From an optimization exercise on the open Yosys and OpenROAD flow, aimed at small area; shortcuts taken in it are not production practice.
Function was checked by simulation only, so behaviour that the tests miss may differ from the original.
Power and IR drop assume default switching activity.

// keypad_password_system
module keypad_password_system (
    input  wire       clk,
    input  wire       reset_n,
    input  wire [3:0] keypad_rows,
    output wire [3:0] keypad_cols,
    output wire [6:0] seg_out,
    output wire [3:0] digit_sel
);
For scale: ~300 cells after synthesis, roughly 70 flip-flops, roughly 3200 um2 of cells after synthesis.
export LEC_CHECK = 0
export CAP_MARGIN = 20
export CORE_MARGIN = 2
export CORE_UTILIZATION = 40
export SLEW_MARGIN = 20
create_clock -name core_clock -period 10.0 [get_ports {clk}]
standard.sh (not shown) runs the stock make flow with config.mk's settings and CLKGATE_MAP_FILE= SYNTH_SCRIPT=/design/flow/synth_recipe.tcl, a recipe that flattens the netlist after the stock synthesis.
==> flow/flow/run.sh <==
#!/bin/bash
# Layout flow: the standard ORFS flow (standard.sh, unchanged synthesis),
# with two settings changed:
#  - clock tree synthesis without dummy load cells,
#  - the smallest buffer (buf_1) for the input and output port buffers.
# The whole make output goes to flow_standard.log in the work folder.
set -euo pipefail
export CTS_ARGS="-repair_clock_nets -dont_use_dummy_load -buf_list sky130_fd_sc_hd__clkbuf_4"
export BUFFER_PORTS_ARGS="-buffer_cell sky130_fd_sc_hd__buf_1"
bash standard.sh > flow_standard.log 2>&1
The baseline went through all stages and came out clean.
Change:
--- a/flow/flow/run.sh
+++ b/flow/flow/run.sh
@@ -6,5 +6,5 @@
 # The whole make output goes to flow_standard.log in the work folder.
 set -euo pipefail
-export CTS_ARGS="-repair_clock_nets -dont_use_dummy_load -buf_list sky130_fd_sc_hd__clkbuf_4"
+export CTS_ARGS="-sink_clustering_enable -repair_clock_nets -dont_use_dummy_load -buf_list sky130_fd_sc_hd__clkbuf_16"
 export BUFFER_PORTS_ARGS="-buffer_cell sky130_fd_sc_hd__buf_1"
 bash standard.sh > flow_standard.log 2>&1
- CORE_UTILIZATION: 40 -> 55
Effect: Routed wire length is lower by a few percent; maximum frequency is higher by a few percent; worst hold slack loses 0.0053 ns; total power is higher by a quarter to a third; first-iteration DRC count is higher by roughly a tenth.

* * *

run A:
keypad_password_system, a different RTL version from the one above (not shown whole).
For scale: ~280 cells after synthesis, roughly 70 flip-flops.
export LEC_CHECK = 0
export CAP_MARGIN = 0
export CORE_MARGIN = 2
export CORE_UTILIZATION = 55
export SLEW_MARGIN = 0
create_clock -name core_clock -period 10.0 [get_ports {clk}]
==> flow/flow/run.sh <==
#!/bin/bash
# Layout flow: the standard ORFS flow (standard.sh, unchanged synthesis),
# with two settings changed:
#  - clock tree synthesis without dummy load cells,
#  - the smallest buffer (buf_1) for the input and output port buffers.
# The whole make output goes to flow_standard.log in the work folder.
set -euo pipefail
export CTS_ARGS="-sink_clustering_enable -repair_clock_nets -dont_use_dummy_load -buf_list sky130_fd_sc_hd__clkbuf_4"
export BUFFER_PORTS_ARGS="-buffer_cell sky130_fd_sc_hd__buf_1"
bash standard.sh > flow_standard.log 2>&1
Setup changes, run A to run B
Settings: GPL_ROUTABILITY_DRIVEN: unset -> 0; GPL_TIMING_DRIVEN: unset -> 0.
## What came out
- Layout-stage area growth over the synthesis result: run B > run A
- Run B — sequential share of layout area 0.57 points lower, run A as reference
- Changes observed in run B relative to run A: mean cell area of the mapped netlist comparable; final worst setup slack increased by 170 ps relative to the old numbers; non-clock buffer count moved up.
- Diff run A and run B: combinational power higher in run B
- On proportion of power drawn by combinational gates, run A tracks run B almost exactly.
Modified inputs, run C compared to run B
Settings: GPL_ROUTABILITY_DRIVEN removed (was 0); SLEW_MARGIN changed from 0 to 20; GPL_TIMING_DRIVEN removed (was 0); CAP_MARGIN changed from 0 to 20.
Results
- Row final hold slack: run C lower / run B higher
- Diff run B -> run C | area growth from synthesis to final layout | decrease of 1.1 points
- ~same power in run C and run B
- Total combinational power of run C falls short of that of run B by a little under 10%.

* * *

Setup of exp/ember:
RTL: one of the versions met above, not the one the previous note started from.
Size: ~300 cells after synthesis, about 21 I/O pins, ~0.0032 mm² of cells after synthesis.
make LEC_CHECK=0 CAP_MARGIN=20 CORE_MARGIN=2 CORE_UTILIZATION=40 SLEW_MARGIN=20 finish   # period 10.0 ns
run.sh (not shown) runs the stock make flow with config.mk's settings and CLKGATE_MAP_FILE= SYNTH_SCRIPT=/design/flow/synth_recipe.tcl, a recipe that flattens the netlist after the stock synthesis.
Stock flow here: none of the scripts above is used.
Input-level comparison between exp/nickel and exp/ember:
==> flow/flow/run.sh (new file) <==
#!/bin/bash
# Layout flow: the standard ORFS flow (standard.sh, unchanged synthesis),
# with two settings changed:
#  - clock tree synthesis without dummy load cells,
#  - the smallest buffer (buf_1) for the input and output port buffers.
# The whole make output goes to flow_standard.log in the work folder.
set -euo pipefail
export CTS_ARGS="-sink_clustering_enable -repair_clock_nets -dont_use_dummy_load"
export BUFFER_PORTS_ARGS="-buffer_cell sky130_fd_sc_hd__buf_1"
bash standard.sh > flow_standard.log 2>&1
==> flow/standard.sh (new file) <==
#!/bin/bash
# synth_recipe.tcl (not shown) runs the flow's synth.tcl, then flattens the netlist and writes it again
# the make line also repeats each setting of config.mk as NAME=value (left out here)
make -C /OpenROAD-flow-scripts/flow DESIGN_CONFIG=/design/flow/config.mk WORK_HOME=/design/flow/orfs CLKGATE_MAP_FILE= SYNTH_SCRIPT=/design/flow/synth_recipe.tcl "${@:-finish}"
removed: flow/run.sh
Findings:
Having completed the whole flow, exp/nickel delivered a layout that passed the timing, DRC and antenna checks. exp/nickel gives less relative area change from synthesis to final layout than exp/ember did. A launch point of the worst path of u_display.idx[0]$_DFFE_PN0P_ is what exp/nickel shows, while u_display.idx[1]$_DFFE_PN0P_ belongs to exp/ember. exp/nickel against exp/ember: fraction of area in registers +3.3 points; post-route cell area shrank by 240 µm²; global-route total usage across every layer went up. exp/nickel: power per standard cell area is 14 mW/mm² lower than what exp/ember reported. Relative to exp/ember, total wire length increased by 190 µm in exp/nickel. Via count of the first global-routing pass came out higher on exp/nickel than on exp/ember. Of exp/nickel and exp/ember, the run reporting the lower per-cell routed wire length was exp/ember. The clock network power of exp/nickel falls short of that of exp/ember by 33%. In the tables for exp/nickel and exp/ember, critical path depth reads higher with exp/nickel. Count of non-CTS buffers in the layout (higher): exp/ember.
The inputs of exp/cedar differ from those of exp/nickel as listed below.
-- flow/flow/run.sh --
<<< exp/nickel, line 7
set -euo pipefail
export CTS_ARGS="-sink_clustering_enable -repair_clock_nets -dont_use_dummy_load"
export BUFFER_PORTS_ARGS="-buffer_cell sky130_fd_sc_hd__buf_1"
>>> exp/cedar, line 7
set -euo pipefail
export CTS_ARGS="-sink_clustering_enable -repair_clock_nets -dont_use_dummy_load -buf_list sky130_fd_sc_hd__clkbuf_4"
export BUFFER_PORTS_ARGS="-buffer_cell sky130_fd_sc_hd__buf_1"
-- flow/config.mk --
<<< exp/nickel, line 9
export CORE_MARGIN = 2
export CORE_UTILIZATION = 40
export SLEW_MARGIN = 20
>>> exp/cedar, line 9
export CORE_MARGIN = 2
export CORE_UTILIZATION = 55
export SLEW_MARGIN = 20
Notes after the runs:
Going from exp/nickel to exp/cedar, worst vdd rail ir drop rose by 4.4%, detailed route wirelength on metal3 picked up an extra 8.8%, wire length reported by the detailed router went down 310 µm. exp/nickel: no failed stages, no open violations at the end. exp/cedar: no failed stages, no open violations at the end.

[static timing again, ports no longer ideal]
No port has a modelled driver above. Below, the same layouts with a new extraction and two added sets of constraints. Step 1 (the two cells are an assumption about what drives the block):
set clk [get_ports {clk}]
set_driving_cell -lib_cell sky130_fd_sc_hd__clkbuf_16 $clk
set_driving_cell -lib_cell sky130_fd_sc_hd__buf_2 [delete_from_list [all_inputs] $clk]
Step 2, shift: input delay + t, output delay - t, t = (earliest + latest rising clock arrival at the registers) / 2. This alone moves slack from input paths to output paths. Three values: ideal ports, drivers, drivers and shift; two values: the first two.
run	shift t [ns]	setup WS [ns]	worst setup path at the end	slew at the worst register clock pin (ns)
the first run of note 1	0.413	5.253 / 5.227 / 5.640	register to output	0.11 / 0.11
the second run of note 1	0.346	5.408 / 5.377 / 5.722	register to output	0.05 / 0.05
run A	0.406	5.220 / 5.196 / 5.602	register to output	0.11 / 0.11
run B	0.406	5.386 / 5.362 / 5.768	register to output	0.10 / 0.10
run C	0.406	5.219 / 5.195 / 5.602	register to output	0.11 / 0.11
exp/ember	0.364	5.068 / 5.041 / 5.405	register to output	0.08 / 0.08
exp/nickel	0.363	5.312 / 5.285 / 5.648	register to output	0.07 / 0.07
exp/cedar	0.413	5.319 / 5.295 / 5.708	register to output	0.10 / 0.10
After both steps every run listed still meets setup and hold.
